What follows belongs to an exercise in optimizing a design on an open flow for small area and a short achievable clock period; a production flow would make more cautious choices.
Where RTL was checked, it was by simulation tests only, not by an equivalence proof against the original.
Power and IR drop assume default switching activity.

## build 5
// lab1
module lab1(clear, sign, bcd_out, overflow, c, a, b, f, w, clk);
   input [5:0] a, b;
   input [1:0] f;
   input       w;
   input       clk;
   output reg [11:0] c;
   output        overflow;
   output [27:0] bcd_out;
   output        sign;
   output [5:0]  clear;
   wire       sub = f[0];
   wire [5:0] bx = b ^ {6{sub}};
   wire [5:0] as = a + bx + {5'd0, sub};
   wire [11:0] prod, qr;
   mul6s mul(.a(a), .b(b), .p(prod));
   div6  div(.a(a), .b(b), .qr(qr));
   assign overflow = ~f[1] & (a[5] ~^ bx[5]) & (as[5] ^ a[5]);
   assign clear = 6'b111111;
   always @(posedge clk)
     if (w) c <= {a, b};
     else if (f[1]) c <= f[0] ? qr : prod;
     else c <= {6'b0, as};
   wire [13:0] seg_lo, seg_hi;
   wire [27:0] seg_w;
   fseg conv_lo(.x(c[5:0]), .y(seg_lo));
   fseg conv_hi(.x(c[11:6]), .y(seg_hi));
   segb conv12(.c(c), .y(seg_w));
   wire m2 = f[1] & ~f[0];
   assign bcd_out = m2 ? seg_w : {seg_hi[13:7], seg_hi[6:0], seg_lo[13:7], seg_lo[6:0]};
   assign sign = f[1] ? ~c[11] : ~c[5];
endmodule
Size: ~64 I/O pins, about 4500 um2 of cells after synthesis.
clock: 15.0 ns
lec_check: 0
abc_area: 1
cap_margin: 20
core_margin: 2
core_utilization: 30
slew_margin: 20
tns_end_percent: 0
standard.sh (not shown) runs the stock make flow with config.mk's settings and CLKGATE_MAP_FILE= SYNTH_SCRIPT=/design/flow/synth_recipe.tcl, a recipe that flattens the netlist after the stock synthesis.
==> flow/flow/run.sh <==
#!/bin/bash
# The standard layout (the standard.sh, unchanged synthesis), with two changes:
# - the port buffers that ORFS inserts at global placement use sky130_fd_sc_hd__buf_2
#   instead of the default pick (clkdlybuf4s50_1, a slow delay cell);
# - repair_timing aims for 8 ns of setup slack instead of 0, so that it keeps sizing
#   and buffering the paths that set the achieved period.
set -euo pipefail
export BUFFER_PORTS_ARGS="-buffer_cell sky130_fd_sc_hd__buf_2"
export SETUP_SLACK_MARGIN=8
bash standard.sh > standard_flow.log 2>&1
Build 5 has completed all stages; timing, DRC and antenna checks passed.
Relative to build 5, the following input files were edited for build 34:
- removing TNS_END_PERCENT (formerly 0)
==> flow/flow/run.sh <==
#!/bin/bash
# The standard layout (the standard.sh, unchanged synthesis), with two changes:
# - the port buffers that ORFS inserts at global placement use sky130_fd_sc_hd__buf_2
#   instead of the default pick (clkdlybuf4s50_1, a slow delay cell);
# - repair_timing aims for 9 ns of setup slack instead of 0, so that it keeps sizing
#   and buffering the paths that set the achieved period.
set -euo pipefail
export BUFFER_PORTS_ARGS="-buffer_cell sky130_fd_sc_hd__buf_2"
export SETUP_SLACK_MARGIN=9
bash standard.sh > standard_flow.log 2>&1
==> run summary <==
Changes observed in build 34 relative to build 5: fraction of standard cell area that is sequential lower, fraction of the cycle the final worst path needs higher, power density normalized to cell area higher, number of storage elements in the synthesis netlist roughly the same. For the share of total power in combinational logic, build 34 came in 3.6 points higher than build 5 did. Of the two values seen for worst setup path startpoint, f[0] was produced by build 34 and b[2] by build 5. A type of the setup path with the least slack of primary input to flip-flop is what build 5 shows, while primary input to output pin belongs to build 34. As of build 34, final cell count had risen by a few percent compared to build 5. When build 34 is set beside build 5, its arrival time reported for the critical path endpoint turns out to be 3.07 ns smaller. In the final reports, the cell area of build 34 is larger than that of build 5. Build 34: pin count of the biggest net entering global routing is 14 lower than what build 5 reported.
Relative to build 34, the following input files were edited for build 90:
==> flow/flow/run.sh <==
#!/bin/bash
# The standard layout (the standard.sh), with two changes:
# - the port buffers that ORFS inserts at global placement use sky130_fd_sc_hd__buf_2
#   instead of the default pick (clkdlybuf4s50_1, a slow delay cell);
# - no adder map file, so Yosys's extract_fa step is skipped and ABC maps the adder
#   logic with the other gates (extract_fa wraps its full adders in inverters).
#   The registers are the same as the standard synthesis's.
set -euo pipefail
export BUFFER_PORTS_ARGS="-buffer_cell sky130_fd_sc_hd__buf_2"
export ADDER_MAP_FILE=
bash standard.sh > standard_flow.log 2>&1
Findings:
Build 90 ended up with a higher maximum fanout along the worst path than build 34 did.
In the metrics for build 34 and build 90, the one carrying the higher design area is build 34.
Wire length of the first global-routing pass (lower): build 90
When the final numbers for build 34 and build 90 were put side by side, the number of cells on the critical path turned out to be greater in build 34.
Utilization: build 90 vs build 34 down 14 points
Between build 34 and build 90, number of search-and-repair iterations in the first detailed-routing pass is lower for build 34, build 90 comes in above that.
No run of this note included a check of the RTL's function; only the layout flow was run.

* * *

Setup of build 15:
Another version of the RTL of lab1 (not shown whole).
Size: about 730 cells after synthesis, ~12 flip-flops, about 64 I/O pins, about 4400 sq um of cells after synthesis.
// lab1
module lab1(clear, sign, bcd_out, overflow, c, a, b, f, w, clk);
make LEC_CHECK=0 ABC_AREA=1 CAP_MARGIN=20 CORE_MARGIN=2 CORE_UTILIZATION=30 SLEW_MARGIN=20 finish   # period 15.0 ns
run.sh (not shown) runs the stock make flow with config.mk's settings and CLKGATE_MAP_FILE= SYNTH_SCRIPT=/design/flow/synth_recipe.tcl, a recipe that flattens the netlist after the stock synthesis.
Stock flow here: none of the scripts above is used.
Setup changes, build 15 to build 66
==> flow/flow/run.sh (new file) <==
#!/bin/bash
# The standard layout (the standard.sh, unchanged synthesis), with one change:
# the port buffers that ORFS inserts at global placement use sky130_fd_sc_hd__buf_2
# instead of the cell buffer_ports picks by default (clkdlybuf4s50_1, a slow delay cell).
set -euo pipefail
export BUFFER_PORTS_ARGS="-buffer_cell sky130_fd_sc_hd__buf_2"
bash standard.sh > standard_flow.log 2>&1
==> flow/standard.sh (new file) <==
#!/bin/bash
# synth_recipe.tcl (not shown) runs the flow's synth.tcl, then flattens the netlist and writes it again
# the make line also repeats each setting of config.mk as NAME=value (left out here)
make -C /OpenROAD-flow-scripts/flow DESIGN_CONFIG=/design/flow/config.mk WORK_HOME=/design/flow/orfs CLKGATE_MAP_FILE= SYNTH_SCRIPT=/design/flow/synth_recipe.tcl "${@:-finish}"
removed: flow/run.sh
Results
From build 15 to build 66 the numbers moved as follows: worst path buffer plus inverter count went up 1; shortest clock period the worst path allows after layout went down 0.95 ns; met1 layer wirelength in the final routing went down about 0.6%; global-route usage held.
### build 66 -> build 47
# build 66
export LEC_CHECK = 0
export ABC_AREA = 1
export CAP_MARGIN = 20
export CORE_MARGIN = 2
export CORE_UTILIZATION = 30
export SLEW_MARGIN = 20
create_clock -name core_clock -period 15.0 [get_ports {clk}]
# build 47
export LEC_CHECK = 0
export CAP_MARGIN = 20
export CORE_MARGIN = 2
export CORE_UTILIZATION = 30
export SLEW_MARGIN = 20
create_clock -name core_clock -period 15.0 [get_ports {clk}]
==> flow/run.sh (new file) <==
#!/bin/bash
# synth_recipe.tcl (not shown) runs the flow's synth.tcl, then flattens the netlist and writes it again
# the make line also repeats each setting of config.mk as NAME=value (left out here)
make -C /OpenROAD-flow-scripts/flow DESIGN_CONFIG=/design/flow/config.mk WORK_HOME=/design/flow/orfs CLKGATE_MAP_FILE= SYNTH_SCRIPT=/design/flow/synth_recipe.tcl finish
removed: flow/flow/run.sh
removed: flow/standard.sh
==> run summary <==
- Relative to build 66, the share of the clock period used by the worst path after layout of build 47 is higher by 13 points.
- A combinational family with the most area after synthesis of compound AO/OA/AOI/OAI gates is what build 47 shows, while simple AND/OR/NAND/NOR gates belongs to build 66.
- Build 66 → build 47: fmax lower; power increased 43%.
- Build 47 was carried through to the last stage, and its layout satisfied the timing, design-rule and antenna checks.
Edits applied to the flow inputs when going from build 47 to build 11:
# build 47
export LEC_CHECK = 0
export CAP_MARGIN = 20
export CORE_MARGIN = 2
export CORE_UTILIZATION = 30
export SLEW_MARGIN = 20
create_clock -name core_clock -period 15.0 [get_ports {clk}]
# build 11
export LEC_CHECK = 0
export ABC_AREA = 1
export CAP_MARGIN = 20
export CORE_MARGIN = 2
export CORE_UTILIZATION = 30
export SLEW_MARGIN = 20
create_clock -name core_clock -period 15.0 [get_ports {clk}]
==> flow/flow/run.sh (new file) <==
#!/bin/bash
# The standard layout (the standard.sh), with two changes:
# - the port buffers that ORFS inserts at global placement use sky130_fd_sc_hd__buf_2
#   instead of the default pick (clkdlybuf4s50_1, a slow delay cell);
# - no adder map file, so Yosys's extract_fa step is skipped and ABC maps the adder
#   logic with the other gates (extract_fa wraps its full adders in inverters).
#   The registers are the same as the standard synthesis's.
set -euo pipefail
export BUFFER_PORTS_ARGS="-buffer_cell sky130_fd_sc_hd__buf_2"
export ADDER_MAP_FILE=
bash standard.sh > standard_flow.log 2>&1
==> flow/standard.sh (new file) <==
#!/bin/bash
# synth_recipe.tcl (not shown) runs the flow's synth.tcl, then flattens the netlist and writes it again
# the make line also repeats each setting of config.mk as NAME=value (left out here)
make -C /OpenROAD-flow-scripts/flow DESIGN_CONFIG=/design/flow/config.mk WORK_HOME=/design/flow/orfs CLKGATE_MAP_FILE= SYNTH_SCRIPT=/design/flow/synth_recipe.tcl "${@:-finish}"
removed: flow/run.sh
==> run summary <==
[compare] base=build 47 new=build 11: non-clock buffer area fraction after layout -3.5 points, layout overhead on the synthesized area -1.7 points.
For final-layout fill cell count, dividing the value from build 11 by the value from build 47 gives 0.821.
In the metrics for build 47 and build 11, the one carrying the higher critical path depth is build 47.
The combinational group share of total power reported for build 11 is smaller than that of build 47 by 3.3 points.
The estimated power of build 11 ends up lower than the estimate for build 47.
Proportion of cell area occupied by registers in build 11 vs build 47: up 1.2 points
Compared to build 47, the routing of build 11 uses less wire.
Compared with build 47, build 11 shows fraction of standard cell area in multi-input logic lower by 4.2 points.
For final area, dividing the value from build 47 by the value from build 11 gives 1.3.
The final setup slack of the worst path of build 11 exceeds that of build 47 by 2.09 ns.

* * *

Setup of before:
RTL: one of the versions met above, not the one the previous note started from.
Size in the first run: ~750 cells after synthesis, roughly 12 flip-flops, roughly 64 I/O pins, roughly 0.0045 mm2 of cells after synthesis.
clock: 15.0 ns
lec_check: 0
abc_area: 1
cap_margin: 20
core_margin: 2
core_utilization: 30
slew_margin: 20
standard.sh (not shown) runs the stock make flow with config.mk's settings and CLKGATE_MAP_FILE= SYNTH_SCRIPT=/design/flow/synth_recipe.tcl, a recipe that flattens the netlist after the stock synthesis.
==> flow/flow/run.sh <==
#!/bin/bash
# The standard layout (the standard.sh, unchanged synthesis), with one change:
# the port buffers that ORFS inserts at global placement use sky130_fd_sc_hd__buf_2
# instead of the cell buffer_ports picks by default (clkdlybuf4s50_1, a slow delay cell).
set -euo pipefail
export BUFFER_PORTS_ARGS="-buffer_cell sky130_fd_sc_hd__buf_2"
bash standard.sh > standard_flow.log 2>&1
--- input diff before..after ---
==> flow/flow/run.sh <==
#!/bin/bash
# The standard layout (the standard.sh, unchanged synthesis), with two changes:
# - the port buffers that ORFS inserts at global placement use sky130_fd_sc_hd__buf_2
#   instead of the default pick (clkdlybuf4s50_1, a slow delay cell);
# - repair_timing aims for 8 ns of setup slack instead of 0, so that it keeps sizing
#   and buffering the paths that set the achieved period.
set -euo pipefail
export BUFFER_PORTS_ARGS="-buffer_cell sky130_fd_sc_hd__buf_2"
export SETUP_SLACK_MARGIN=8
bash standard.sh > standard_flow.log 2>&1
==> comparison <==
Looking only at flip-flop and latch share of the layout cell area, and setting everything else aside, the lower value of after and before goes to after. The run showing the greater buffering stage count on the worst path with inverters included is after. The lower sequential cell area in the final layout came out of before. Going from before to after, the pin count of the biggest net entering global routing was found to have gone down by 17. Diff before -> after | number of signal-net buffers in the layout | increase of about 190%. Per the comparison of after with before, data arrival time of the worst path increased by 2660 ps relative to the old numbers; total detailed-routing wirelength increased by 30% relative to the old numbers; clock network area share decreased by 0.63 points relative to the old numbers. Going from before to after, first-pass GRT wire length grew by more than 10%.
No functional check of the RTL was part of any run of this note.

[afterwards: timing with drivers on the ports]
The results above use ideal ports. As a check the final layouts listed here were re-extracted and re-timed, cells and wires unchanged. Step 1: set_driving_cell puts a clkbuf_16 on clk and a buf_2 on each other input, an assumption about the parent block. Step 2 times the ports against the registers' clock, not the clock port: input delays grow and output delays shrink by t, the midpoint of the rising clock arrivals with the driver on. Three values: no drivers, after step 1, after step 2; two values: the first two.
run	t, ns	setup slack, ns	slew at the worst register clock pin (ns)	worst data-port slew with drivers (ns)
build 5	0.266	7.144 / 7.120 / 6.864	0.04 / 0.04	0.07
build 34	0.273	7.078 / 7.018 / 6.807	0.05 / 0.05	0.08
build 90	0.267	6.828 / 6.781 / 6.781	0.04 / 0.04	0.05
build 15	0.274	5.839 / 5.801 / 5.801	0.04 / 0.04	0.04
build 66	0.266	6.788 / 6.756 / 6.826	0.04 / 0.04	0.05
build 47	0.271	4.826 / 4.792 / 5.062	0.04 / 0.04	0.04
build 11	0.271	6.916 / 6.870 / 6.870	0.04 / 0.04	0.05
before	0.272	6.765 / 6.732 / 6.927	0.04 / 0.04	0.03
after	0.263	7.253 / 7.234 / 6.971	0.04 / 0.04	0.06
After both steps every run listed still meets setup and hold. The setup slack of after, which loses most, moves by -0.019 ns with the drivers and by -0.282 ns with both steps.
